Context: an optimization exercise on an open-source flow, tuned for small area. The choices shown serve that exercise and are no tape-out recipe. Where RTL was checked, it was by simulation tests only, not by an equivalence proof against the original. Function not checked in run 8: the RTL went through the layout flow alone. No run shown here takes its clock network from TritonCTS; it comes from the design's own scripts or RTL. The clock port is modelled as an ideal driver, which makes a skipped or thinned clock tree look cheaper than it is; a real chip needs a root buffer or a tree. Power is estimated from default activity; no workload was simulated.

===== design.v =====
module top_parking_system_4slot(
    input  wire        clk,
    input  wire        rst,
    input  wire        entry_pulse,
    input  wire        exit_pulse_for_system,
    input  wire        payment_received,
    input  wire [1:0]  exit_car_select,
    output wire        entry_gate,
    output wire        exit_gate,
    output wire        full_led,
    output wire        fee_ready,
    output wire [3:0]  occupancy,
    output wire [2:0]  free_count,
    output wire [15:0] e0,
    output wire [15:0] e1,
    output wire [15:0] e2,
    output wire [15:0] e3,
    output wire [31:0] fee
);
reg        st_f, st_x, st_y;
reg [3:0]  occ;
reg        slot_available;
reg [1:0]  exit_slot;
reg [3:0]  ld;                  
reg [3:0]  run;
reg [15:0] t0, t1, t2, t3;
wire idle     = ~st_f & ~st_x & ~st_y;
wire alloc    = ~st_f & ~st_x &  st_y;
wire free     =  st_f & st_y & payment_received;
wire go_alloc = entry_pulse & slot_available;
wire go_exit  = ~go_alloc & exit_pulse_for_system & (|occ);
assign entry_gate = st_x & ~st_y;
assign exit_gate  = st_x &  st_y;
assign fee_ready  = st_f;
assign full_led   = ~slot_available;
assign occupancy  = occ;
assign free_count = 3'd4 - ({2'd0, occ[0]} + {2'd0, occ[1]} + {2'd0, occ[2]} + {2'd0, occ[3]});
wire [3:0] lo_empty = {occ[0] & occ[1] & occ[2] & ~occ[3],
                       occ[0] & occ[1] & ~occ[2],
                       occ[0] & ~occ[1],
                       ~occ[0]};
wire sel_occ = occ[exit_car_select];
wire [1:0] free_idx = sel_occ  ? exit_car_select :
                      occ[0]   ? 2'd0 :
                      occ[1]   ? 2'd1 :
                      occ[2]   ? 2'd2 : 2'd3;
wire [3:0] free_oh = 4'b0001 << free_idx;
wire [1:0] exit_next = free ? free_idx : exit_slot;
always @(posedge clk or posedge rst) begin
    if (rst) begin
        st_f <= 1'b0; st_x <= 1'b0; st_y <= 1'b0;
        occ <= 4'b0;
        slot_available <= 1'b1;
        exit_slot <= 2'd0;
        ld <= 4'b0;
        run <= 4'b0;
    end else begin
        st_f <= (idle & go_exit) | (st_f & ~(st_y & payment_received));
        st_x <= alloc | free;
        st_y <= (idle & go_alloc) | st_f;
        occ <= (occ & ~(free ? free_oh : 4'b0)) | (alloc ? lo_empty : 4'b0);
        exit_slot <= exit_next;
        slot_available <= ~(&occ);
        ld <= {4{payment_received}} & (4'b0001 << exit_next);
        run <= occ;
    end
end
wire [3:0] clr = occ & ~run;
wire [16:0] c0, c1, c2, c3;
assign c0[0] = run[0];
assign c1[0] = run[1];
assign c2[0] = run[2];
assign c3[0] = run[3];
genvar k;
generate for (k = 0; k < 16; k = k + 1) begin : tb
    assign c0[k+1] = c0[k] & t0[k];
    assign c1[k+1] = c1[k] & t1[k];
    assign c2[k+1] = c2[k] & t2[k];
    assign c3[k+1] = c3[k] & t3[k];
    always @(posedge clk or posedge rst) begin
        if (rst) begin
            t0[k] <= 1'b0; t1[k] <= 1'b0; t2[k] <= 1'b0; t3[k] <= 1'b0;
        end else begin
            t0[k] <= ~clr[0] & (t0[k] ^ c0[k]);
            t1[k] <= ~clr[1] & (t1[k] ^ c1[k]);
            t2[k] <= ~clr[2] & (t2[k] ^ c2[k]);
            t3[k] <= ~clr[3] & (t3[k] ^ c3[k]);
        end
    end
end endgenerate
reg [10:0] y_lo;
reg        y_cm;
reg [15:9] t_hi;
wire bill = |ld;
wire [15:0] t_sel = ({16{ld[0]}} & t0) | ({16{ld[1]}} & t1) |
                    ({16{ld[2]}} & t2) | ({16{ld[3]}} & t3);
wire [11:2] cl;
wire [10:2] sl;
assign cl[2] = 1'b0;
generate for (k = 2; k < 9; k = k + 1) begin : lo_add
    assign sl[k]   = t_sel[k] ^ t_sel[k-2] ^ cl[k];
    assign cl[k+1] = (t_sel[k] & t_sel[k-2]) | (cl[k] & (t_sel[k] ^ t_sel[k-2]));
end endgenerate
wire ca0 = t_sel[9] & t_sel[7];      
wire ca1 = t_sel[9] | t_sel[7];      
wire pb  = t_sel[10] ^ t_sel[8];
wire sb0 = pb ^ ca0;
wire sb1 = pb ^ ca1;
wire cb0 = (t_sel[10] & t_sel[8]) | (ca0 & pb);
wire cb1 = (t_sel[10] & t_sel[8]) | (ca1 & pb);
assign sl[9] = t_sel[9] ^ t_sel[7] ^ cl[9];
assign sl[10] = cl[9] ? sb1 : sb0;
assign cl[11]   = cl[9] ? cb1 : cb0;
always @(posedge clk or posedge rst) begin
    if (rst) begin
        y_lo <= 11'd0; y_cm <= 1'b0; t_hi <= 7'd0;
    end else begin
        y_lo <= {sl, t_sel[1:0]} | ({11{~bill}} & y_lo);
        y_cm <= cl[11] | (~bill & y_cm);
        t_hi <= t_sel[15:9] | ({7{~bill}} & t_hi);
    end
end
wire [17:11] ah = {2'b00, t_hi[15:11]};
wire [17:11] bh = t_hi[15:9];
wire [18:11] ch;
wire [17:11] sh;
assign ch[11] = y_cm;
generate for (k = 11; k < 18; k = k + 1) begin : hi_add
    assign sh[k]   = ah[k] ^ bh[k] ^ ch[k];
    assign ch[k+1] = (ah[k] & bh[k]) | (ch[k] & (ah[k] ^ bh[k]));
end endgenerate
wire [18:11] y_hi = {ch[18], sh};
assign e0 = t0;
assign e1 = t1;
assign e2 = t2;
assign e3 = t3;
assign fee = {12'd0, y_hi, y_lo, 1'b0};
endmodule

===== config.mk =====
export PLATFORM = sky130hd
export DESIGN_NAME = top_parking_system_4slot
export DESIGN_NICKNAME = top_parking_system_4slot
export VERILOG_FILES = /design/flow/design.v
export SDC_FILE = /design/flow/constraint.sdc
export NUM_CORES = 4
export LEC_CHECK = 0
export CAP_MARGIN = 20
export CORE_MARGIN = 2
export CORE_UTILIZATION = 65
export PLACE_DENSITY = 0.75
export SLEW_MARGIN = 20

===== standard.sh =====
#!/bin/bash
# synth_recipe.tcl (not shown) runs the flow's synth.tcl, then flattens the netlist and writes it again
# the make line also repeats each setting of config.mk as NAME=value (left out here)
make -C /OpenROAD-flow-scripts/flow DESIGN_CONFIG=/design/flow/config.mk WORK_HOME=/design/flow/orfs CLKGATE_MAP_FILE= SYNTH_SCRIPT=/design/flow/synth_recipe.tcl "${@:-finish}"

===== flow/run.sh =====
#!/bin/bash
# Standard layout, with: the port buffers made of the smallest buffer cell; one
# tie cell for all constant outputs; and a one-level clock tree (the clock port
# drives four clock buffers, each driving a cluster of flip-flops), built by
# flow/clock_tree.tcl in place of TritonCTS.
set -euo pipefail
export BUFFER_PORTS_ARGS="-buffer_cell sky130_fd_sc_hd__buf_1"
export SKIP_REPAIR_TIE_FANOUT=1
export PRE_CTS_TCL="$PWD/flow/clock_tree.tcl"
bash standard.sh > standard.log 2>&1

===== constraint.sdc =====
create_clock -name core_clock -period 4.0 [get_ports {clk}]
set_input_delay 0.8000 -clock core_clock [delete_from_list [all_inputs] [get_ports {clk}]]
set_output_delay 0.8000 -clock core_clock [all_outputs]
set_load 0.01 [all_outputs]

===== flow/clock_tree.tcl =====
# Builds a one-level clock tree: the clock port drives NBUF clock buffers, each
# driving the clock pins of a cluster of nearby flip-flops (k-means on location).
proc manual_clock_tree { nbuf cell } {
  set block [ord::get_db_block]
  set db [ord::get_db]
  set master [$db findMaster $cell]
  set clknet [$block findNet clk]
  set sinks {}
  foreach it [$clknet getITerms] {
    lappend sinks $it
  }
  # k-means on sink locations
  set pts {}
  foreach it $sinks {
    set b [[$it getInst] getBBox]
    lappend pts [list [expr {([$b xMin] + [$b xMax]) / 2.0}] [expr {([$b yMin] + [$b yMax]) / 2.0}]]
  }
  set n [llength $pts]
  # initial centres: sinks sorted by x then spread
  set order [lsort -real -index 0 $pts]
  set cs {}
  for {set k 0} {$k < $nbuf} {incr k} {
    lappend cs [lindex $order [expr {int(($k + 0.5) * $n / $nbuf)}]]
  }
  for {set iter 0} {$iter < 50} {incr iter} {
    set asg {}
    foreach p $pts {
      set best 0; set bd 1e30
      for {set k 0} {$k < $nbuf} {incr k} {
        set c [lindex $cs $k]
        set d [expr {abs([lindex $p 0] - [lindex $c 0]) + abs([lindex $p 1] - [lindex $c 1])}]
        if {$d < $bd} { set bd $d; set best $k }
      }
      lappend asg $best
    }
    set ncs {}
    for {set k 0} {$k < $nbuf} {incr k} {
      set sx 0; set sy 0; set m 0
      foreach p $pts a $asg { if {$a == $k} { set sx [expr {$sx + [lindex $p 0]}]; set sy [expr {$sy + [lindex $p 1]}]; incr m } }
      if {$m > 0} { lappend ncs [list [expr {$sx / $m}] [expr {$sy / $m}]] } else { lappend ncs [lindex $cs $k] }
    }
    set cs $ncs
  }
  for {set k 0} {$k < $nbuf} {incr k} {
    set inst [odb::dbInst_create $block $master "clkbuf_leaf_$k"]
    set c [lindex $cs $k]
    $inst setLocation [expr {int([lindex $c 0])}] [expr {int([lindex $c 1])}]
    $inst setPlacementStatus PLACED
    set net [odb::dbNet_create $block "clknet_leaf_$k"]
    $net setSigType CLOCK
    [$inst findITerm A] connect $clknet
    [$inst findITerm X] connect $net
    set m 0
    foreach it $sinks a $asg {
      if {$a == $k} { $it disconnect; $it connect $net; incr m }
    }
    puts "clock buffer clkbuf_leaf_$k at $c drives $m sinks"
  }
}

# Run from ORFS's cts.tcl as its PRE_CTS_TCL hook: build the tree here and
# skip TritonCTS, whose H-tree would add a second level of buffers.
manual_clock_tree 4 sky130_fd_sc_hd__clkbuf_16
set_propagated_clock [all_clocks]
rename clock_tree_synthesis tritoncts_clock_tree_synthesis
proc clock_tree_synthesis { args } {
  puts "clock tree built by flow/clock_tree.tcl; clock_tree_synthesis $args skipped"
}

==> results.toml, run 1 <==
[setup_path]
critical_path_required_ns = 4.06
setup.worst_path.start_class = "register"
critPathArrivalTime_ns = 3.94
critPathCaptureType = "register"
critical-path-top-delay-family = "adder cells"
crit_chain = "a22oi_2 -> nand2_1 -> ha_4 -> fa_2 -> fa_2 -> fa_2 -> fa_2 -> inv_2 -> fa_1 -> inv_1 -> fa_2 -> nor2_2 -> a21oi_2 -> fa_1 -> a21o_1"
max_stage_delay_ns = 0.47
crit_slowest_cell = "dfrtp_2"
cp_max_fo = 6
critPathKind = "reg -> reg"
cp_common_cell = "fa_2"
worst-path-buf-inv = 2

[clock_network]
clkSlewWorstSetupHoldPaths_ns = 0.11
hold_buffers = 0
clk_latency_ns = 0.17

[sta]
slew_headroom = 0.295
fmax_ghz = 0.258
rsz0062_at_grt = "yes"
hold_violations = 0
worst_pin_slew_ns = 1.05
hold_slack_ns = 0.477
report.final.slew_viol_count = 0
finalCriticalPeriod_ns = 3.88
finalSetupViolCount = 0
period_share = 0.970
fin_worst_skew_ns = 0.0238
setup_slack_ns = 0.120

[outcome]
status = "finished clean"

[global_route]
grt_use_total = 0.248
grt_pass1_wl_mm = 17.1
grt_pass1_vias = 3301
grt_max_degree = 56
antenna_found_initial = 0
globalRoute.totalOverflow = 0

[power]
power_mw = 3.19
leakagePower_nw = 3.08
peakVddDrop_mv = 0.371
p_per_area_nw_per_um2 = 560

[placed_design]
place_ws_ns = 0.0986
dp_hpwl_mm = 8.03
port_buffers = 100
placed_area_um2 = 5540
gp_congestion = 0.887
place_inst = 597

[routing]
avgViaCountPerCell = 5.42
drt_iter0_drc = 177
dr_total_vias = 3284
drc = 0
postRouteAntennaNets = 0
routed_wl_mm = 10.4
first_pass_iters = 4
wl_per_cell_um = 17.2

[logic_synthesis]
synth-seq-cells = 101
syn_avg_cell_area_um2 = 12.3
synthesis.nets = 502
netlist_instances = 414
ys_seq_area_frac = 0.496
synth_flop_cell = "dfrtp_1"
yosys.cell_types.count = 43
synth-edff-count = 0
synth_warnings = 1
syn_area_um2 = 5100
asyncSetResetFlopFracSynth = 1.00

[floorplan]
die_h_um = 92.6
coreArea_um2 = 7650
io_pins = 114
rows = 32
die_w_um = 92.6
die_area_um2 = 8570
start_util = 0.667

[finish]
drive_gt1_frac = 0.103
finalNonFillerCells = 606
stdcell_area_um2 = 5700
fin_nets = 594
fillers = 557
syn2layout_area_growth_pct = 11.7
diodes = 0
final_common_cell = "buf_1"
layout_common_cells = "buf_1, dfrtp_1, ha_1"

[job]
drv_cap = 0

[hold_path]
hp-class = "reg -> reg"
[synth_stat cells, drive strengths merged, types with 4 or more instances]
cell type / instances / area share
a21o: 11 / 0.016
a22oi: 32 / 0.047
a31oi: 4 / 0.0078
and2: 65 / 0.080
buf: 19 / 0.029
clkbuf: 9 / 0.0066
dfrtp: 100 / 0.49
fa: 13 / 0.051
ha: 68 / 0.17
inv: 19 / 0.014
nand2: 27 / 0.020
nand3: 6 / 0.0059
nor2: 5 / 0.0037
xor2: 4 / 0.0069
[repair_timing]
item                       CTS  global route
setup buffers                0             5
setup endpoints to repair    0             2
resized for setup            0             7
[path summary, 6_finish.rpt]
check                           startpoint       end  slack [ns]  depth (start not counted)
worst min-delay path               y_lo[4]   y_lo[4]        0.48                          1
worst max-delay path                 ld[2]  y_lo[10]        0.12                         15
worst min register to register     y_lo[4]   y_lo[4]        0.48                          1
max in group asynchronous              rst     t1[6]        2.45                          3
worst max register to register       ld[2]  y_lo[10]        0.12                         15
min in group asynchronous              rst    t3[14]        0.72                          2
[routing by layer]
layer,up-vias,GRT usage,wire (um)
li1,1592,-,-
met1,1594,0.389,4990
met2,87,0.383,4660
met3,11,0.0358,613
met4,0,0.0336,181
met5,-,0,0
[registers in the layout, indices dropped and copies added (netlist names), 7 cells and up]
register  count
t0           16
t1           16
t2           16
t3           16
y_lo         11
t_hi          7
[power breakdown]
part / switching [mW] / total, mW / internal (mW) / leakage [nW]
clock: 0.262 / 0.447 / 0.185 / 0.0493
combinational: 0.706 / 1.24 / 0.531 / 1.72
sequential: 0.244 / 1.51 / 1.26 / 1.31
[layout make-up]
cell class / instances / area [um^2] / share of cell area
flip-flops and latches: 101 / 2530 / 0.444
multi-input cells: 266 / 2380 / 0.418
repair buffers: 114 / 480 / 0.0843
well taps: 102 / 128 / 0.0224
plain buffers: 4 / 100 / 0.0176
inverters: 19 / 73.8 / 0.0130
[through the flow]
stage	util	TNS, ns
4_1_cts	0.737	0
5_1_grt	0.745	-0.0383
3_3_place_gp	0.724	0
3_5_place_dp	0.724	0
6_report	0.745	0
2_1_floorplan	-	0
[cell families (layout without fill, tap and decap cells)]
kind of cell    Yosys count  after routing  share of synthesized area
simple gates            117            117                      0.131
flops                   101            101                      0.496
fa+ha+maj                81             81                      0.218
compound gates           60             60                     0.0917
buf+inv                  47            137                     0.0498
xor+xnor                  5              5                    0.00858
mux                       2              2                    0.00515
other cells               1              1                   0.000735
==> run 2, diff against run 1 <==
--- a/config.mk
+++ b/config.mk
@@ -6,7 +6,7 @@
 export NUM_CORES = 4
 export LEC_CHECK = 0
-export CAP_MARGIN = 20
+export CAP_MARGIN = 0
 export CORE_MARGIN = 2
 export CORE_UTILIZATION = 65
 export PLACE_DENSITY = 0.75
-export SLEW_MARGIN = 20
+export SLEW_MARGIN = 0
==> results.toml, run 2 <==
[sta]
period_share = 0.970
fin_worst_skew_ns = 0.0238
hold_violations = 0
report.final.slew_viol_count = 0
finalSetupViolCount = 0
hold_slack_ns = 0.477
worst_pin_slew_ns = 1.05
rsz0062_at_grt = "yes"
finalCriticalPeriod_ns = 3.88
setup_slack_ns = 0.120
slew_headroom = 0.295
fmax_ghz = 0.258

[setup_path]
worst-path-buf-inv = 2
cp_max_fo = 6
max_stage_delay_ns = 0.47
critical-path-top-delay-family = "adder cells"
cp_common_cell = "fa_2"
critical_path_required_ns = 4.06
setup.worst_path.start_class = "register"
critPathCaptureType = "register"
crit_chain = "a22oi_2 -> nand2_1 -> ha_4 -> fa_2 -> fa_2 -> fa_2 -> fa_2 -> inv_2 -> fa_1 -> inv_1 -> fa_2 -> nor2_2 -> a21oi_2 -> fa_1 -> a21o_1"
critPathArrivalTime_ns = 3.94
crit_slowest_cell = "dfrtp_2"
critPathKind = "reg -> reg"

[clock_network]
clkSlewWorstSetupHoldPaths_ns = 0.11
clk_latency_ns = 0.17

[logic_synthesis]
asyncSetResetFlopFracSynth = 1.00
yosysMostFrequentCell = "dfrtp_1"
synth-edff-count = 0
synthTopCellsByCount = "dfrtp_1, ha_1, and2_1, a22oi_1, nand2_1"
synth_flop_cell = "dfrtp_1"
synth_warnings = 1
synth-seq-cells = 101
syn_avg_cell_area_um2 = 12.3
synth_top_area_frac = 0.490
syn_area_um2 = 5100
netlist_instances = 414
yosys.area.top_type = "dfrtp_1"
synthesis.nets = 502
synth_area_leaders = "dfrtp_1, ha_1, and2_1, fa_1, a22oi_1"
yosys.cell_types.count = 43
ys_seq_area_frac = 0.496

[power]
peakVddDrop_mv = 0.371
leakagePower_nw = 3.08
p_per_area_nw_per_um2 = 560

[floorplan]
coreArea_um2 = 7650
io_pins = 114
rows = 32
die_w_um = 92.6
die_area_um2 = 8570
start_util = 0.667
die_h_um = 92.6

[global_route]
grt_pass1_vias = 3301
grt_max_degree = 56
grt_pass1_wl_mm = 17.1
globalRoute.totalOverflow = 0
antenna_found_initial = 0
grt_use_total = 0.248

[routing]
routed_wl_mm = 10.4
dr_total_vias = 3284
drc = 0
avgViaCountPerCell = 5.42
drt_iter0_drc = 177
first_pass_iters = 4
postRouteAntennaNets = 0
wl_per_cell_um = 17.2

[placed_design]
port_buffers = 100
place_ws_ns = 0.0986
gp_congestion = 0.887
dp_hpwl_mm = 8.03

[finish]
layout_common_cells = "buf_1, dfrtp_1, ha_1"
fin_nets = 594
final_common_cell = "buf_1"
drive_gt1_frac = 0.103
diodes = 0
syn2layout_area_growth_pct = 11.7

[hold_path]
hp-class = "reg -> reg"

[job]
drv_cap = 0

[outcome]
status = "finished clean"
run 2: logic make-up (layout without fill, tap and decap cells):
kind of cell	Yosys count	count (layout)	share of synthesized area
adder cells (fa/ha/maj)	81	81	0.218
AND/OR/NAND/NOR	117	117	0.131
multiplexers	2	2	0.00515
AO/OA/AOI/OAI	60	60	0.0917
buffers and inverters	47	137	0.0498
other	1	1	0.000735
flip-flops	101	101	0.496
XOR/XNOR	5	5	0.00858
run 2: worst paths after layout:
kind / slack, ns / start / to / cells after the start
max reg2reg: 0.12 / ld[2] / y_lo[10] / 15
min in group asynchronous: 0.72 / rst / t3[14] / 2
min: 0.48 / y_lo[4] / y_lo[4] / 1
max: 0.12 / ld[2] / y_lo[10] / 15
max in group asynchronous: 2.45 / rst / t1[6] / 3
min reg2reg: 0.48 / y_lo[4] / y_lo[4] / 1
run 2: worst register-to-register path: cells and delay by family, from the launching register on:
kind / cells / cell delay, ns
adder cells (fa/ha/maj): 8 / 2.56
flip-flops: 1 / 0.47
buffers and inverters: 2 / 0.11
AND/OR/NAND/NOR: 2 / 0.25
AO/OA/AOI/OAI: 3 / 0.38
run 2: routing by layer:
layer | vias to the layer above | GRT usage | wire [um]
met5 | - | 0 | 0
met4 | 0 | 0.0336 | 181
met3 | 11 | 0.0358 | 613
met2 | 87 | 0.383 | 4660
met1 | 1594 | 0.389 | 4990
li1 | 1592 | - | -
run 2: cell type report:
class,instances,area [um^2]
buffer,4,100
fill,557,1950
inverter,19,73.8
multi-input combinational,266,2380
sequential,101,2530
tap,102,128
timing repair buffer,114,480
run 2: where the power goes:
part           switching [mW]  internal (mW)
sequential              0.244           1.26
clock                   0.262          0.185
combinational           0.706          0.531
run 2: timing repair:
| item | 4_1_cts | 5_1_grt |
|---|---|---|
| buffers inserted | 0 | 5 |
| resized for setup | 0 | 7 |
| setup endpoints to repair | 0 | 2 |
| hold buffers | 0 | 0 |
run 2: per-stage QoR:
| step | area, um^2 | TNS [ns] | utilization | std cells | total power, mW |
|---|---|---|---|---|---|
| finish | 5700 | 0 | 0.745 | 606 | 3.19 |
| global placement | 5540 | 0 | 0.724 | 597 | 2.68 |
| floorplan | 5200 | 0 | - | 414 | 2.35 |
| detailed placement | 5540 | 0 | 0.724 | 597 | 2.73 |
| CTS | 5640 | 0 | 0.737 | 601 | 3.16 |
| global route | 5700 | -0.0383 | 0.745 | 606 | 3.44 |
==> run 3, diff against run 2 <==
--- a/config.mk
+++ b/config.mk
@@ -6,7 +6,7 @@
 export NUM_CORES = 4
 export LEC_CHECK = 0
-export CAP_MARGIN = 0
+export CAP_MARGIN = 20
 export CORE_MARGIN = 2
-export CORE_UTILIZATION = 65
-export PLACE_DENSITY = 0.75
-export SLEW_MARGIN = 0
+export CORE_UTILIZATION = 50
+export PLACE_DENSITY = 0.8
+export SLEW_MARGIN = 20
==> results.toml, run 3 <==
[power]
power_mw = 3.17
leakagePower_nw = 3.06
p_per_area_nw_per_um2 = 555
peakVddDrop_mv = 0.275

[placed_design]
port_buffers = 100
dp_hpwl_mm = 8.40
gp_congestion = 0.870

[setup_path]
max_stage_delay_ns = 0.47
worst-path-buf-inv = 2
cp_common_cell = "fa_2"
critPathKind = "reg -> reg"
critical-path-top-delay-family = "adder cells"
cp_max_fo = 5
setup.worst_path.start_class = "register"
reg2reg_to = "y_lo[10]"
critPathArrivalTime_ns = 3.97
crit_slowest_cell = "fa_1"
r2r_cells = 15
critPathCaptureType = "register"
crit_chain = "a22oi_2 -> nand2_2 -> ha_4 -> fa_2 -> fa_2 -> fa_2 -> fa_2 -> inv_2 -> fa_1 -> inv_1 -> fa_2 -> nor2_2 -> a21oi_2 -> fa_1 -> a21o_1"
reg2reg_from = "ld[2]"
critical_path_required_ns = 4.06
rrSetupSlack_ns = 0.09

[routing]
first_pass_iters = 4
routed_wl_mm = 10.9
drc = 0
avgViaCountPerCell = 5.33
drt_iter0_drc = 260
postRouteAntennaNets = 0
wl_per_cell_um = 17.2
dr_total_vias = 3366

[sta]
period_share = 0.977
finalSetupViolCount = 0
fmax_ghz = 0.256
slew_headroom = 0.330
fin_worst_skew_ns = 0.0220
worst_pin_slew_ns = 0.997
rsz0062_at_grt = "yes"
hold_violations = 0
finalCriticalPeriod_ns = 3.91
report.final.slew_viol_count = 0
hold_slack_ns = 0.477

[hold_path]
hp-start = "y_lo[9]"
hp-class = "reg -> reg"
holdPathStages = 2
min_to = "y_lo[9]"

[logic_synthesis]
netlist_instances = 414
ys_seq_area_frac = 0.496
synth-edff-count = 0
yosys.area.top_type = "dfrtp_1"
synth_top_area_frac = 0.490
synth_area_leaders = "dfrtp_1, ha_1, and2_1, fa_1, a22oi_1"
syn_avg_cell_area_um2 = 12.3
yosysMostFrequentCell = "dfrtp_1"
synth_flop_cell = "dfrtp_1"
synthTopCellsByCount = "dfrtp_1, ha_1, and2_1, a22oi_1, nand2_1"
synth_warnings = 1
synthesis.nets = 502
asyncSetResetFlopFracSynth = 1.00
synth-seq-cells = 101
yosys.cell_types.count = 43
syn_area_um2 = 5100

[floorplan]
io_pins = 114
die_w_um = 105
die_h_um = 105
start_util = 0.520
die_area_um2 = 11000
coreArea_um2 = 9820
rows = 36

[global_route]
grt_max_degree = 89
grt_use_total = 0.196
grt_pass1_wl_mm = 17.6
globalRoute.totalOverflow = 0
antenna_found_initial = 0
grt_pass1_vias = 3334

[clock_network]
hold_buffers = 0
clk_latency_ns = 0.17
clkSlewWorstSetupHoldPaths_ns = 0.11

[outcome]
status = "finished clean"

[finish]
fin_nets = 589
regArea_um2 = 2530
diodes = 0
multiInputGateArea_um2 = 2380
drive_gt1_frac = 0.0942
layout_common_cells = "buf_1, dfrtp_1, ha_1"
syn2layout_area_growth_pct = 11.7
final_common_cell = "buf_1"
final_util = 0.580
fillers = 860

[job]
drv_cap = 0
[run 3: cell counts after synthesis]
Identical to the previous run, type by type.
[run 3: worst max-delay path by stage]
stage,start,to,slack (ns),depth (start not counted)
2_1_floorplan,ld[0],y_lo[10],0.04,17
6_report,ld[2],y_lo[10],0.09,15
3_5_place_dp,ld[2],y_lo[10],0.11,15
4_1_cts,ld[2],y_lo[10],0.07,15
5_1_grt,ld[2],y_lo[10],-0.05,15
3_3_place_gp,ld[2],y_lo[10],0.15,15
[run 3: tightest hold or removal path: stages, from the launching register on]
cell	delay (ns)
dfrtp_1	0.35
nand2_1	0.05
nand2_1	0.05
[run 3: per-layer routing]
| metal | global-route usage | up-vias | wire [um] |
|---|---|---|---|
| met5 | 0 | - | 0 |
| met4 | 0.0248 | 0 | 172 |
| met3 | 0.0318 | 13 | 730 |
| met2 | 0.308 | 98 | 5030 |
| met1 | 0.295 | 1683 | 4940 |
| li1 | - | 1572 | - |
[run 3: metrics by stage]
step	TNS [ns]	setup slack, ns	instance area [um^2]	std cells
6_report	0	0.0921	5700	632
5_1_grt	-0.0458	-0.0458	5700	632
4_1_cts	0	0.0716	5650	629
3_5_place_dp	0	0.111	5550	625
3_3_place_gp	0	0.152	5550	625
2_1_floorplan	0	0.0413	5200	414
[run 3: power breakdown]
group / switching [mW] / internal [mW] / leakage [nW]
clock network: 0.259 / 0.184 / 0.0493
logic: 0.708 / 0.503 / 1.70
registers: 0.250 / 1.26 / 1.31
total: 1.22 / 1.95 / 3.06
[run 3: layout make-up]
cell class | instances | area share
Timing Repair Buffer | 109 | 0.0777
Sequential cell | 101 | 0.444
Inverter | 19 | 0.0134
Multi-Input combinational cell | 266 | 0.418
Buffer | 4 | 0.0176
Tap cell | 133 | 0.0292
[run 3: repair_timing]
action | in CTS | in global routing
setup buffers | 0 | 3
endpoints found under the hold margin | 0 | 0
resized for setup | 0 | 7
endpoints found under the setup margin | 0 | 3
[run 3: logic make-up (layout without fill, tap and decap cells)]
| family | count (synthesis) | in the layout | synth area share |
|---|---|---|---|
| AOI/OAI and AO/OA | 60 | 60 | 0.0917 |
| adders and majority gates | 81 | 81 | 0.218 |
| buffers and inverters | 47 | 132 | 0.0498 |
| xor gates and xnor gates | 5 | 5 | 0.00858 |
| other | 1 | 1 | 0.000735 |
| and+or+nand+nor | 117 | 117 | 0.131 |
| muxes | 2 | 2 | 0.00515 |
| DFF | 101 | 101 | 0.496 |
==> run 4, diff against run 3 <==
--- a/config.mk
+++ b/config.mk
@@ -8,5 +8,5 @@
 export CAP_MARGIN = 20
 export CORE_MARGIN = 2
-export CORE_UTILIZATION = 50
-export PLACE_DENSITY = 0.8
+export CORE_UTILIZATION = 40
+export PLACE_DENSITY = 0.6
 export SLEW_MARGIN = 20
==> results.toml, run 4 <==
[placed_design]
gp_congestion = 0.798
place_inst = 663
place_ws_ns = 0.126
placed_area_um2 = 5590
dp_hpwl_mm = 8.26
port_buffers = 100

[logic_synthesis]
synth_area_leaders = "dfrtp_1, ha_1, and2_1, fa_1, a22oi_1"
syn_area_um2 = 5100
yosys.cell_types.count = 43
asyncSetResetFlopFracSynth = 1.00
synth_top_family_by_area = "adder cells"
synth-edff-count = 0
synth_simple_gate_area_frac = 0.131
yosys.area.top_type = "dfrtp_1"
syn_avg_cell_area_um2 = 12.3
synthesis.nets = 502
synthAdderAreaFrac = 0.218
synth_top_area_frac = 0.490
synth_xor_area_frac = 0.00858
synth_flop_cell = "dfrtp_1"
netlist_instances = 414
synth-seq-cells = 101
synth_warnings = 1
synthMuxAreaShare = 0.00515
synth-compound-area-share = 0.0917
yosysMostFrequentCell = "dfrtp_1"
synthTopCellsByCount = "dfrtp_1, ha_1, and2_1, a22oi_1, nand2_1"
ys_seq_area_frac = 0.496

[power]
p_comb_frac = 0.373
p_clk_frac = 0.141
leakagePower_nw = 3.03
switchingPower_mw = 1.17
p_per_area_nw_per_um2 = 542
intPower_mw = 1.92
power_mw = 3.09
power_frac_seq = 0.486
peakVddDrop_mv = 0.270
sw_frac_of_total = 0.378

[floorplan]
die_area_um2 = 13700
start_util = 0.408
die_w_um = 117
rows = 41
coreArea_um2 = 12500
io_pins = 114
die_h_um = 117

[finish]
regArea_um2 = 2530
layout_common_cells = "buf_1, dfrtp_1, ha_1"
diodes = 0
final_util = 0.456
drive_gt1_frac = 0.0788
fin_nets = 585
fillers = 1206
stdcell_area_um2 = 5710
final_common_cell = "buf_1"
finalNonFillerCells = 667
multiInputGateArea_um2 = 2370
syn2layout_area_growth_pct = 11.8

[setup_path]
critPathArrivalTime_ns = 3.95
cp_max_fo = 5
critPathCaptureType = "register"
critical_path_required_ns = 4.04
setup.worst_path.start_class = "register"
critPathKind = "reg -> reg"

[global_route]
grt_pass1_vias = 3204
antenna_found_initial = 0
grt_pass1_wl_mm = 17.1
grt_max_degree = 87
globalRoute.totalOverflow = 0
grt_use_total = 0.157

[sta]
period_share = 0.976
slew_headroom = 0.355
worst_pin_slew_ns = 0.961
hold_slack_ns = 0.464
finalCriticalPeriod_ns = 3.90
finalSetupViolCount = 0
report.final.slew_viol_count = 0
hold_violations = 0
fin_worst_skew_ns = 0.0419
fmax_ghz = 0.256
setup_slack_ns = 0.0969
rsz0062_at_grt = "yes"
tns_ns = 0

[clock_network]
cts_resized = 0
post-cts-setup-buffers = 0
hold_buffers = 0
clk_latency_ns = 0.18
clkSlewWorstSetupHoldPaths_ns = 0.12

[outcome]
status = "finished clean"

[job]
drv_cap = 0

[hold_path]
hp-class = "reg -> reg"

[routing]
drt_iter0_drc = 120
dr_total_vias = 3177
routed_wl_mm = 10.5
drc = 0
first_pass_iters = 4
postRouteAntennaNets = 0
wl_per_cell_um = 15.8
avgViaCountPerCell = 4.76
[run 4: cell types whose count changed in the layout (fill, tap and decap cells not counted)]
cell / delta
nand2_1: +1
fa_2: +1
a22oi_1: +2
nand2_2: -1
buf_4: -4
a22oi_2: -2
dfrtp_1: +2
dfrtp_2: -2
fa_1: -1
[run 4: path summary, 6_finish.rpt]
| kind | startpoint | endpoint | slack (ns) | cells after the start |
|---|---|---|---|---|
| setup / recovery | ld[2] | y_lo[10] | 0.1 | 14 |
| hold / removal | y_lo[9] | y_lo[9] | 0.46 | 2 |
| setup reg to reg | ld[2] | y_lo[10] | 0.1 | 14 |
| hold reg to reg | y_lo[9] | y_lo[9] | 0.46 | 2 |
| max in group asynchronous | rst | y_lo[8] | 2.47 | 3 |
| min in group asynchronous | rst | t3[14] | 0.75 | 2 |
[run 4: layout make-up]
type,instances,area share
well taps,172,0.0377
multi-input cells,266,0.416
flip-flops and latches,101,0.443
inverters,19,0.0134
repair buffers,105,0.0724
plain buffers,4,0.0175
[run 4: worst max-delay path, stage by stage, from the launching register on]
cell     delay, ns
dfrtp_2       0.46
a22oi_2       0.21
nand2_2       0.12
ha_4          0.18
fa_2          0.35
fa_2          0.35
fa_2          0.35
fa_2          0.34
inv_2         0.06
fa_1          0.16
inv_1         0.05
fa_2          0.37
a21oi_2       0.18
fa_2          0.43
a21o_1        0.16
[run 4: metal layers]
layer / wire length (um) / global-route usage / vias to the layer above
met5: 0 / 0 / -
met4: 120 / 0.0149 / 0
met3: 490 / 0.0221 / 7
met2: 4610 / 0.237 / 63
met1: 5310 / 0.250 / 1544
li1: - / - / 1563
[run 4: kinds of logic (layout without fill, tap and decap cells)]
family                   after synthesis  count (layout)
other                                  1               1
adder cells (fa/ha/maj)               81              81
AND/OR/NAND/NOR                      117             117
flip-flops                           101             101
AO/OA/AOI/OAI                         60              60
buffers and inverters                 47             128
multiplexers                           2               2
XOR/XNOR                               5               5
[run 4: power groups by stage]
stage	logic, mW	registers (mW)	clock network (mW)
2_1_floorplan	0.828	1.52	0
3_3_place_gp	1.16	1.51	0
3_5_place_dp	1.18	1.52	0
4_1_cts	1.19	1.50	0.459
5_1_grt	1.36	1.54	0.487
6_report	1.15	1.50	0.438
==> run 5, diff against run 4 <==
--- a/config.mk
+++ b/config.mk
@@ -8,5 +8,6 @@
 export CAP_MARGIN = 20
 export CORE_MARGIN = 2
-export CORE_UTILIZATION = 40
-export PLACE_DENSITY = 0.6
+export CORE_UTILIZATION = 50
+export GPL_ROUTABILITY_DRIVEN = 0
+export PLACE_DENSITY = 0.65
 export SLEW_MARGIN = 20
==> results.toml, run 5 <==
[finish]
syn2layout_area_growth_pct = 11.5
fin_nets = 589
final_common_cell = "buf_1"
drive_gt1_frac = 0.0862
layout_common_cells = "buf_1, dfrtp_1, ha_1"
diodes = 0

[global_route]
grt_use_total = 0.187
grt_max_degree = 53
antenna_found_initial = 0
grt_pass1_wl_mm = 16.9
grt_pass1_vias = 3128
globalRoute.totalOverflow = 0

[logic_synthesis]
syn_avg_cell_area_um2 = 12.3
synthAdderAreaFrac = 0.218
syn_area_um2 = 5100
yosysMostFrequentCell = "dfrtp_1"
synthTopCellsByCount = "dfrtp_1, ha_1, and2_1, a22oi_1, nand2_1"
synth_area_leaders = "dfrtp_1, ha_1, and2_1, fa_1, a22oi_1"
asyncSetResetFlopFracSynth = 1.00
synth_xor_area_frac = 0.00858
netlist_instances = 414
synth-edff-count = 0
synth_top_area_frac = 0.490
synthMuxAreaShare = 0.00515
synth_top_family_by_area = "adder cells"
ys_seq_area_frac = 0.496
synth_flop_cell = "dfrtp_1"
yosys.area.top_type = "dfrtp_1"
synthesis.nets = 502
synth-compound-area-share = 0.0917
synth-seq-cells = 101
synth_warnings = 1
yosys.cell_types.count = 43
synth_simple_gate_area_frac = 0.131

[sta]
fmax_ghz = 0.257
tns_ns = 0
setup_slack_ns = 0.103
hold_violations = 0
hold_slack_ns = 0.479
fin_worst_skew_ns = 0.0132
finalCriticalPeriod_ns = 3.90
finalSetupViolCount = 0
period_share = 0.974
report.final.slew_viol_count = 0
slew_headroom = 0.315
rsz0062_at_grt = "yes"
worst_pin_slew_ns = 1.02

[floorplan]
rows = 36
io_pins = 114
die_h_um = 105
coreArea_um2 = 9820
start_util = 0.520
die_area_um2 = 11000
die_w_um = 105

[power]
p_per_area_nw_per_um2 = 553
leakagePower_nw = 3.06
peakVddDrop_mv = 0.356

[routing]
postRouteAntennaNets = 0
dr_total_vias = 3220
routed_wl_mm = 10.3
first_pass_iters = 4
avgViaCountPerCell = 5.09
drc = 0
wl_per_cell_um = 16.4
drt_iter0_drc = 146

[setup_path]
critical-path-top-delay-family = "adder cells"
crit_slowest_cell = "fa_1"
cp_common_cell = "fa_2"
critPathKind = "reg -> reg"
critical_path_required_ns = 4.06
crit_cells = 15
cp_max_fo = 5
worst-path-buf-inv = 2
r2r_cells = 15
max_stage_delay_ns = 0.46
setup.worst_path.start_class = "register"
critPathCaptureType = "register"
critPathArrivalTime_ns = 3.95
crit_chain = "a22oi_1 -> nand2_1 -> ha_4 -> fa_2 -> fa_2 -> fa_2 -> fa_2 -> inv_2 -> fa_1 -> inv_1 -> fa_2 -> nor2_2 -> a21oi_2 -> fa_1 -> a21o_1"

[hold_path]
hp-class = "reg -> reg"
holdPathStages = 2

[placed_design]
dp_hpwl_mm = 8.11
place_ws_ns = 0.116
port_buffers = 100

[clock_network]
clkSlewWorstSetupHoldPaths_ns = 0.10
hold_buffers = 0
clk_latency_ns = 0.16

[outcome]
status = "finished clean"

[job]
drv_cap = 0
-- run 5: changes by cell type in the layout (fill, tap and decap cells not counted) --
cell	delta
fa_1	+1
inv_4	+1
inv_6	-1
a22oi_1	-1
fa_2	-1
a22oi_2	+1
buf_4	+4
-- run 5: final cells by class --
type                       count  area, um^2
buffer                         4         100
fill                         896        4130
inverter                      19        73.8
multi-input combinational    266        2370
sequential                   101        2530
tap                          133         166
timing repair buffer         109         443
-- run 5: path summary, 6_finish.rpt --
check / end / startpoint / slack, ns
max reg2reg: y_lo[10] / ld[0] / 0.10
min reg2reg: y_lo[9] / y_lo[9] / 0.48
min in group asynchronous: t1[12] / rst / 0.73
max: y_lo[10] / ld[0] / 0.10
max in group asynchronous: y_lo[9] / rst / 2.46
min: y_lo[9] / y_lo[9] / 0.48
-- run 5: power breakdown --
group          internal (mW)  leakage, nW  total, mW  switching, mW
sequential              1.26         1.31       1.50          0.244
combinational          0.507         1.70       1.20          0.698
clock                  0.184       0.0493      0.439          0.255
-- run 5: logic make-up after synthesis --
group | count (synthesis)
buf+inv | 47
other cells | 1
xor+xnor | 5
fa+ha+maj | 81
mux | 2
simple gates | 117
flops | 101
compound gates | 60
-- run 5: metal layers --
| layer | track usage | wire (um) | up-vias |
|---|---|---|---|
| met4 | 0.0114 | 72 | 0 |
| met3 | 0.0299 | 578 | 5 |
| met1 | 0.306 | 5190 | 1570 |
| li1 | - | - | 1576 |
| met2 | 0.275 | 4490 | 69 |
| met5 | 0 | 0 | - |
-- run 5: worst register-to-register path: cells and delay by family (launching register included) --
family | cells | cell delay, ns
and+or+nand+nor | 2 | 0.26
adders and majority gates | 8 | 2.56
DFF | 1 | 0.45
buffers and inverters | 2 | 0.11
AOI/OAI and AO/OA | 3 | 0.41
-- run 5: what timing repair did --
| action | CTS | global route |
|---|---|---|
| setup endpoints to repair | 0 | 2 |
| setup buffers | 0 | 2 |
| resized for setup | 0 | 3 |
-- run 5: per-stage QoR --
stage                     instances  utilization  instance area [um^2]  power, mW
after floorplan                 414            -                  5200       2.35
after global placement          626        0.566                  5560       2.68
after detailed placement        626        0.566                  5560       2.72
after CTS                       630        0.576                  5660       3.15
after global routing            632        0.579                  5690       3.39
final                           632        0.579                  5690       3.15
==> run 6, diff against run 5 <==
--- a/config.mk
+++ b/config.mk
@@ -9,5 +9,4 @@
 export CORE_MARGIN = 2
 export CORE_UTILIZATION = 50
-export GPL_ROUTABILITY_DRIVEN = 0
 export PLACE_DENSITY = 0.65
 export SLEW_MARGIN = 20
==> results.toml, run 6 <==
[placed_design]
dp_hpwl_mm = 8.11
placed_area_um2 = 5560
port_buffers = 100
place_ws_ns = 0.116
gp_congestion = 0.773

[routing]
routed.top_layer = "met4"
first_pass_iters = 4
wl_met2_mm = 4.49
wl_per_cell_um = 16.4
drt_iter0_drc = 146
drc = 0
drt-met1-wl_mm = 5.19
avgViaCountPerCell = 5.09
routed_wl_mm = 10.3
dr_wl_met3_um = 578
postRouteAntennaNets = 0
dr_total_vias = 3220

[job]
drv_cap = 0

[logic_synthesis]
synth_area_leaders = "dfrtp_1, ha_1, and2_1, fa_1, a22oi_1"
ys_seq_area_frac = 0.496
syn_avg_cell_area_um2 = 12.3
yosys.area.top_type = "dfrtp_1"
yosysMostFrequentCell = "dfrtp_1"
synth_flop_cell = "dfrtp_1"
netlist_instances = 414
yosys.cell_types.count = 43
synth_warnings = 1
asyncSetResetFlopFracSynth = 1.00
synth_top_area_frac = 0.490
synthesis.nets = 502
synthTopCellsByCount = "dfrtp_1, ha_1, and2_1, a22oi_1, nand2_1"
synth-edff-count = 0
synth-seq-cells = 101
syn_area_um2 = 5100

[power]
leakagePower_nw = 3.06
p_per_area_nw_per_um2 = 553
peakVddDrop_mv = 0.356

[finish]
final_common_cell = "buf_1"
syn2layout_area_growth_pct = 11.5
stdcell_area_um2 = 5690
fillers = 896
multiInputGateArea_um2 = 2370
regArea_um2 = 2530
layout_common_cells = "buf_1, dfrtp_1, ha_1"
fin_nets = 589
drive_gt1_frac = 0.0862
diodes = 0

[setup_path]
critical_path_required_ns = 4.06
critical-path-top-delay-family = "adder cells"
worst-path-buf-inv = 2
critPathCaptureType = "register"
setup.worst_path.start_class = "register"
crit_chain = "a22oi_1 -> nand2_1 -> ha_4 -> fa_2 -> fa_2 -> fa_2 -> fa_2 -> inv_2 -> fa_1 -> inv_1 -> fa_2 -> nor2_2 -> a21oi_2 -> fa_1 -> a21o_1"
cp_common_cell = "fa_2"
critPathKind = "reg -> reg"
critPathArrivalTime_ns = 3.95
rrSetupSlack_ns = 0.10
cp_max_fo = 5
max_stage_delay_ns = 0.46
crit_slowest_cell = "fa_1"

[sta]
worst_pin_slew_ns = 1.02
finalSetupViolCount = 0
period_share = 0.974
setup_slack_ns = 0.103
fmax_ghz = 0.257
rsz0062_at_grt = "yes"
fin_worst_skew_ns = 0.0132
slew_headroom = 0.315
report.final.slew_viol_count = 0
hold_violations = 0
finalCriticalPeriod_ns = 3.90

[clock_network]
clkSlewWorstSetupHoldPaths_ns = 0.10
hold_buffers = 0
clk_latency_ns = 0.16

[global_route]
globalRoute.totalOverflow = 0
grt_max_degree = 53
grt_pass1_wl_mm = 16.9
grt_pass1_vias = 3128
grt_use_total = 0.187
antenna_found_initial = 0

[floorplan]
coreArea_um2 = 9820
start_util = 0.520
die_w_um = 105
die_area_um2 = 11000
die_h_um = 105
io_pins = 114
rows = 36

[hold_path]
hp-class = "reg -> reg"

[outcome]
status = "finished clean"
run 6: layer usage:
| metal | global-route usage | vias up |
|---|---|---|
| met1 | 0.306 | 1570 |
| met3 | 0.0299 | 5 |
| met4 | 0.0114 | 0 |
| met2 | 0.275 | 69 |
| li1 | - | 1576 |
| met5 | 0 | - |
run 6: logic make-up after synthesis:
logic type | count (synthesis) | synth area share
muxes | 2 | 0.00515
AOI/OAI and AO/OA | 60 | 0.0917
adders and majority gates | 81 | 0.218
DFF | 101 | 0.496
other | 1 | 0.000735
xor gates and xnor gates | 5 | 0.00858
and+or+nand+nor | 117 | 0.131
buffers and inverters | 47 | 0.0498
run 6: final cells by class:
type | instances | share of cell area
multi-input cells | 266 | 0.417
flip-flops and latches | 101 | 0.445
well taps | 133 | 0.0293
repair buffers | 109 | 0.0779
plain buffers | 4 | 0.0176
inverters | 19 | 0.0130
run 6: metrics by stage:
stage	util	hold WS (ns)	power (mW)	TNS, ns	instances
after floorplan	-	0.430	2.35	0	414
after global placement	0.566	0.450	2.68	0	626
after detailed placement	0.566	0.466	2.72	0	626
after CTS	0.576	0.488	3.15	0	630
after global routing	0.579	0.510	3.39	-0.0264	632
final	0.579	0.479	3.15	0	632
run 6: worst paths after layout:
| check | endpoint | cells after the start | from |
|---|---|---|---|
| max reg2reg | y_lo[10] | 15 | ld[0] |
| min reg2reg | y_lo[9] | 2 | y_lo[9] |
| min in group asynchronous | t1[12] | 2 | rst |
| max in group asynchronous | y_lo[9] | 3 | rst |
| min | y_lo[9] | 2 | y_lo[9] |
| max | y_lo[10] | 15 | ld[0] |
run 6: where the power goes:
| group | internal, mW | switching, mW | total [mW] |
|---|---|---|---|
| clock network | 0.184 | 0.255 | 0.439 |
| logic | 0.507 | 0.698 | 1.20 |
| registers | 1.26 | 0.244 | 1.50 |
| total | 1.95 | 1.20 | 3.15 |
run 6: worst register-to-register path, cell delays in order (launching register included):
cell and delay [ns]:
dfrtp_1 0.45, a22oi_1 0.20, nand2_1 0.14, ha_4 0.18, fa_2 0.35, fa_2 0.35
fa_2 0.34, fa_2 0.34, inv_2 0.06, fa_1 0.16, inv_1 0.05, fa_2 0.38
nor2_2 0.12, a21oi_2 0.05, fa_1 0.46, a21o_1 0.16
run 6: what timing repair did:
action                     in CTS  in global routing
setup endpoints to repair       0                  2
buffers inserted                0                  2
gates resized for setup         0                  3
==> run 7, diff against run 6 <==
--- a/flow/run.sh
+++ b/flow/run.sh
@@ -8,3 +8,4 @@
 export SKIP_REPAIR_TIE_FANOUT=1
 export PRE_CTS_TCL="$PWD/flow/clock_tree.tcl"
+export SETUP_MOVE_SEQUENCE="unbuffer,sizeup,swap"
 bash standard.sh > standard.log 2>&1
==> results.toml, run 7 <==
[outcome]
status = "finished clean"

[placed_design]
gp_congestion = 0.773
port_buffers = 100
dp_hpwl_mm = 8.11

[sta]
worst_pin_slew_ns = 1.00
rsz0062_at_grt = "yes"
hold_slack_ns = 0.479
period_share = 0.971
fin_worst_skew_ns = 0.0154
fmax_ghz = 0.258
finalSetupViolCount = 0
hold_violations = 0
report.final.slew_viol_count = 0
slew_headroom = 0.325
finalCriticalPeriod_ns = 3.88

[clock_network]
hold_buffers = 0
clk_latency_ns = 0.17
post-cts-setup-buffers = 0
cts_resized = 0
clkSlewWorstSetupHoldPaths_ns = 0.11

[routing]
drt_iter0_drc = 130
first_pass_iters = 4
avgViaCountPerCell = 5.10
postRouteAntennaNets = 0
wl_per_cell_um = 16.4
drc = 0
dr_total_vias = 3216
routed_wl_mm = 10.4

[logic_synthesis]
asyncSetResetFlopFracSynth = 1.00
syn_area_um2 = 5100
synth-seq-cells = 101
synth-edff-count = 0
synth_area_leaders = "dfrtp_1, ha_1, and2_1, fa_1, a22oi_1"
synth_warnings = 1
ys_seq_area_frac = 0.496
synthesis.nets = 502
yosysMostFrequentCell = "dfrtp_1"
yosys.area.top_type = "dfrtp_1"
yosys.cell_types.count = 43
netlist_instances = 414
syn_avg_cell_area_um2 = 12.3
synth_flop_cell = "dfrtp_1"
synthTopCellsByCount = "dfrtp_1, ha_1, and2_1, a22oi_1, nand2_1"
synth_top_area_frac = 0.490

[global_route]
grt_max_degree = 53
grt_use_total = 0.187
antenna_found_initial = 0
globalRoute.totalOverflow = 0
grt_pass1_wl_mm = 16.9
grt_pass1_vias = 3128

[floorplan]
coreArea_um2 = 9820
die_area_um2 = 11000
die_h_um = 105
rows = 36
start_util = 0.520
io_pins = 114
die_w_um = 105

[setup_path]
cp_max_fo = 5
max_stage_delay_ns = 0.46
setup.worst_path.start_class = "register"
r2r_cells = 15
critical_path_required_ns = 4.06
critPathArrivalTime_ns = 3.94
critPathKind = "reg -> reg"
cp_common_cell = "fa_2"
crit_chain = "a22oi_2 -> nand2_2 -> ha_4 -> fa_2 -> fa_2 -> fa_2 -> fa_2 -> inv_2 -> fa_1 -> inv_1 -> fa_2 -> nor2_2 -> a21oi_2 -> fa_1 -> a21o_1"
crit_slowest_cell = "dfrtp_2"
critPathCaptureType = "register"

[finish]
final_common_cell = "buf_1"
syn2layout_area_growth_pct = 11.4
diodes = 0
final_util = 0.579
drive_gt1_frac = 0.0926
layout_common_cells = "buf_1, dfrtp_1, ha_1"
fin_nets = 587

[hold_path]
hp-class = "reg -> reg"
holdPathStages = 2

[power]
leakagePower_nw = 3.04
peakVddDrop_mv = 0.354
p_per_area_nw_per_um2 = 553

[job]
drv_cap = 0
## run 7: cell counts after synthesis
Identical to the previous run, type by type.
## run 7: path summary, 6_finish.rpt
check,start,to,slack [ns]
max in group asynchronous,rst,y_lo[9],2.47
min,y_lo[9],y_lo[9],0.48
max,ld[0],y_lo[10],0.12
max reg2reg,ld[0],y_lo[10],0.12
min reg2reg,y_lo[9],y_lo[9],0.48
min in group asynchronous,rst,t3[14],0.72
## run 7: area by class of cell
type	instances	area (um^2)
well taps	133	166
plain buffers	4	100
fillers	892	4140
flip-flops and latches	101	2530
inverters	19	73.8
multi-input cells	266	2380
repair buffers	107	428
## run 7: cell families after synthesis
| logic type | count (synthesis) | share of synthesized area |
|---|---|---|
| fa+ha+maj | 81 | 0.218 |
| other cells | 1 | 0.000735 |
| flops | 101 | 0.496 |
| xor+xnor | 5 | 0.00858 |
| compound gates | 60 | 0.0917 |
| buf+inv | 47 | 0.0498 |
| mux | 2 | 0.00515 |
| simple gates | 117 | 0.131 |
## run 7: critical path: cells and delay by family, from the launching register on
family / cells / cell delay [ns]
AND/OR/NAND/NOR: 2 / 0.23
adder cells (fa/ha/maj): 8 / 2.56
flip-flops: 1 / 0.46
buffers and inverters: 2 / 0.11
AO/OA/AOI/OAI: 3 / 0.42
## run 7: per-stage QoR
stage / setup TNS, ns / cells / power [mW] / instance area, um^2 / setup WS, ns
global placement: 0 / 626 / 2.68 / 5560 / 0.177
CTS: 0 / 630 / 3.15 / 5660 / 0.0899
finish: 0 / 630 / 3.14 / 5680 / 0.118
global route: -0.00591 / 630 / 3.38 / 5680 / -0.00591
detailed placement: 0 / 626 / 2.72 / 5560 / 0.116
floorplan: 0 / 414 / 2.35 / 5200 / 0.0413
## run 7: power breakdown
part           leakage, nW  switching (mW)  internal, mW
combinational         1.68           0.697         0.497
clock               0.0493           0.256         0.184
sequential            1.31           0.246          1.26
total                 3.04            1.20          1.94
## run 7: routing by layer
metal  global-route usage  vias to the layer above  wire [um]
li1                     -                     1580          -
met4               0.0114                        0         74
met3               0.0299                        5        565
met1                0.306                     1567       5180
met2                0.275                       64       4540
met5                    0                        -          0
==> run 8, diff against run 7 <==
--- a/design.v
+++ b/design.v
@@ -100,5 +100,5 @@
 generate for (k = 2; k < 9; k = k + 1) begin : lo_add
     assign sl[k]   = t_sel[k] ^ t_sel[k-2] ^ cl[k];
-    assign cl[k+1] = (t_sel[k] & t_sel[k-2]) | (cl[k] & (t_sel[k] ^ t_sel[k-2]));
+    assign cl[k+1] = (t_sel[k] & t_sel[k-2]) | (t_sel[k] & cl[k]) | (t_sel[k-2] & cl[k]);
 end endgenerate
 wire ca0 = t_sel[9] & t_sel[7];      
@@ -128,5 +128,5 @@
 generate for (k = 11; k < 18; k = k + 1) begin : hi_add
     assign sh[k]   = ah[k] ^ bh[k] ^ ch[k];
-    assign ch[k+1] = (ah[k] & bh[k]) | (ch[k] & (ah[k] ^ bh[k]));
+    assign ch[k+1] = (ah[k] & bh[k]) | (ah[k] & ch[k]) | (bh[k] & ch[k]);
 end endgenerate
 wire [18:11] y_hi = {ch[18], sh};
--- a/flow/run.sh
+++ b/flow/run.sh
@@ -8,4 +8,3 @@
 export SKIP_REPAIR_TIE_FANOUT=1
 export PRE_CTS_TCL="$PWD/flow/clock_tree.tcl"
-export SETUP_MOVE_SEQUENCE="unbuffer,sizeup,swap"
 bash standard.sh > standard.log 2>&1
==> results.toml, run 8 <==
[logic_synthesis]
synth_top_area_frac = 0.493
synth_flop_cell = "dfrtp_1"
synthTopCellsByCount = "dfrtp_1, ha_1, and2_1, a22oi_1, nand2_1"
asyncSetResetFlopFracSynth = 1.00
synthesis.nets = 500
syn_avg_cell_area_um2 = 12.3
synth_area_leaders = "dfrtp_1, ha_1, and2_1, a22oi_1, fa_1"
yosys.area.top_type = "dfrtp_1"
ys_seq_area_frac = 0.498
synth-edff-count = 0
syn_area_um2 = 5080
synth-seq-cells = 101
netlist_instances = 414
yosysMostFrequentCell = "dfrtp_1"
synth_warnings = 1
yosys.cell_types.count = 43

[floorplan]
die_area_um2 = 11000
start_util = 0.517
io_pins = 114
die_h_um = 105
coreArea_um2 = 9820
die_w_um = 105
rows = 36

[routing]
first_pass_iters = 4
drt_iter0_drc = 139
postRouteAntennaNets = 0
dr_total_vias = 3334
avgViaCountPerCell = 5.25
wl_per_cell_um = 17.1
drc = 0
routed_wl_mm = 10.8

[sta]
setup_slack_ns = 0.110
fmax_ghz = 0.257
rsz0062_at_grt = "yes"
finalCriticalPeriod_ns = 3.89
finalSetupViolCount = 0
worst_pin_slew_ns = 0.757
slew_headroom = 0.495
fin_worst_skew_ns = 0.0315
period_share = 0.972
report.final.slew_viol_count = 0
hold_violations = 0

[power]
power_mw = 3.18
switchingPower_mw = 1.21
p_per_area_nw_per_um2 = 558
sw_frac_of_total = 0.381
peakVddDrop_mv = 0.465
power_frac_seq = 0.473
intPower_mw = 1.97
p_comb_frac = 0.389
leakagePower_nw = 3.08
p_clk_frac = 0.138

[placed_design]
port_buffers = 100
place_ws_ns = 0.0769
placed_area_um2 = 5530
gp_congestion = 0.763
dp_hpwl_mm = 8.30

[finish]
syn2layout_area_growth_pct = 12.1
fillers = 899
drive_gt1_frac = 0.0896
final_util = 0.580
stdcell_area_um2 = 5700
diodes = 0
fin_nets = 590
final_common_cell = "buf_1"
layout_common_cells = "buf_1, dfrtp_1, ha_1"

[setup_path]
critical_path_required_ns = 4.08
critPathArrivalTime_ns = 3.97
critPathCaptureType = "register"
cp_max_fo = 14
setup.worst_path.start_class = "register"
critPathKind = "reg -> reg"

[global_route]
grt_use_total = 0.201
antenna_found_initial = 0
grt_pass1_vias = 3389
grt_pass1_wl_mm = 18.0
grt_max_degree = 62
globalRoute.totalOverflow = 0

[clock_network]
clk_latency_ns = 0.18
clkSlewWorstSetupHoldPaths_ns = 0.12
hold_buffers = 0

[hold_path]
hp-class = "reg -> reg"

[job]
drv_cap = 0

[outcome]
status = "finished clean"
==> run 8: cell types whose count changed after synthesis, moves of 2 or more <==
cell and change:
a21oi_1 +2, and3_2 -2, buf_2 +2, clkbuf_1 -2
fa_1 -2, inv_1 -2, maj3_1 +2, mux2i_1 +2
nand2_1 -3, xnor2_1 +2
==> run 8: worst paths after layout <==
| kind | start | end | slack [ns] | depth (start not counted) |
|---|---|---|---|---|
| setup / recovery | ld[0] | y_lo[10] | 0.11 | 13 |
| hold / removal | y_lo[9] | y_lo[9] | 0.49 | 2 |
| setup reg to reg | ld[0] | y_lo[10] | 0.11 | 13 |
| hold reg to reg | y_lo[9] | y_lo[9] | 0.49 | 2 |
| max in group asynchronous | rst | ld[0] | 2.43 | 3 |
| min in group asynchronous | rst | t0[8] | 0.75 | 2 |
==> run 8: per-stage QoR <==
step / TNS, ns / hold slack [ns] / cells
6_report: 0 / 0.487 / 635
5_1_grt: -0.0228 / 0.513 / 635
4_1_cts: 0 / 0.495 / 632
3_5_place_dp: 0 / 0.467 / 628
3_3_place_gp: 0 / 0.450 / 628
2_1_floorplan: 0 / 0.430 / 414
==> run 8: cells by family (layout without fill, tap and decap cells) <==
| logic type | count (synthesis) | after routing | share of synthesized area |
|---|---|---|---|
| other | 1 | 1 | 0.000738 |
| flip-flops | 101 | 101 | 0.498 |
| adder cells (fa/ha/maj) | 81 | 81 | 0.215 |
| AND/OR/NAND/NOR | 113 | 113 | 0.127 |
| multiplexers | 4 | 4 | 0.00911 |
| buffers and inverters | 45 | 133 | 0.0475 |
| AO/OA/AOI/OAI | 62 | 62 | 0.0914 |
| XOR/XNOR | 7 | 7 | 0.0121 |
==> run 8: worst max-delay path, cell delays in order, from the launching register on <==
cell	delay, ns
dfrtp_2	0.45
buf_6	0.17
a22oi_1	0.18
nand2_1	0.10
maj3_2	0.33
fa_2	0.39
maj3_2	0.32
fa_2	0.35
fa_2	0.35
fa_2	0.39
nor2_2	0.11
a21oi_2	0.05
fa_1	0.48
a21o_1	0.16
==> run 8: routing by layer <==
| metal | GRT usage | share of wire | up-vias |
|---|---|---|---|
| li1 | - | - | 1584 |
| met1 | 0.276 | 0.44 | 1654 |
| met2 | 0.360 | 0.50 | 87 |
| met3 | 0.0206 | 0.052 | 9 |
| met4 | 0.0152 | 0.012 | 0 |
| met5 | 0 | 0 | - |
==> run 8: cell type report <==
cell class,instances,area (um^2),share of cell area
flip-flops and latches,101,2530,0.444
multi-input cells,268,2350,0.413
repair buffers,112,482,0.0846
well taps,133,166,0.0292
plain buffers,4,100,0.0176
inverters,17,66.3,0.0116
==> run 8: repair_timing <==
item                                    4_1_cts  5_1_grt
hold endpoints to repair                      0        0
buffers inserted                              0        2
endpoints found under the setup margin        0        3
resized for setup                             0       11
==> run 8: power groups by stage <==
stage,clock (mW),sequential [mW],combinational [mW]
3_5_place_dp,0,1.52,1.21
2_1_floorplan,0,1.52,0.816
4_1_cts,0.451,1.50,1.22
5_1_grt,0.488,1.54,1.41
3_3_place_gp,0,1.51,1.19
6_report,0.440,1.50,1.24

-- static timing again, ports no longer ideal --
Ports are ideal in the flow. The routed layouts listed here were re-timed in OpenROAD. Step 1, drivers: a clkbuf_16 drives clk and a buf_2 each remaining input, both assumed. Step 2 adds t to the input delays and takes it off the output delays; t is the mean of the earliest and latest rising clock arrival at the registers after step 1. Input paths then give back, and output paths get back, about the clock's delay inside the block. Three values: ideal, step 1, step 2; two values: the first two.
run | t, ns | slack for setup (ns) | worst data-port slew with drivers (ns)
run 1 | 0.239 | 0.120 / 0.071 / 0.120 | 0.03
run 2 | 0.239 | 0.120 / 0.071 / 0.120 | 0.03
run 3 | 0.249 | 0.092 / 0.092 / 0.092 | 0.03
run 4 | 0.242 | 0.097 / 0.097 / 0.097 | 0.03
run 5 | 0.243 | 0.103 / 0.103 / 0.103 | 0.03
run 6 | 0.243 | 0.103 / 0.103 / 0.103 | 0.03
run 7 | 0.244 | 0.118 / 0.113 / 0.117 | 0.03
run 8 | 0.239 | 0.110 / 0.078 / 0.110 | 0.03
After both steps every run listed still meets setup and hold. The setup slack of run 7, which loses most, moves by -0.005 ns with the drivers and by -0.001 ns with both steps.
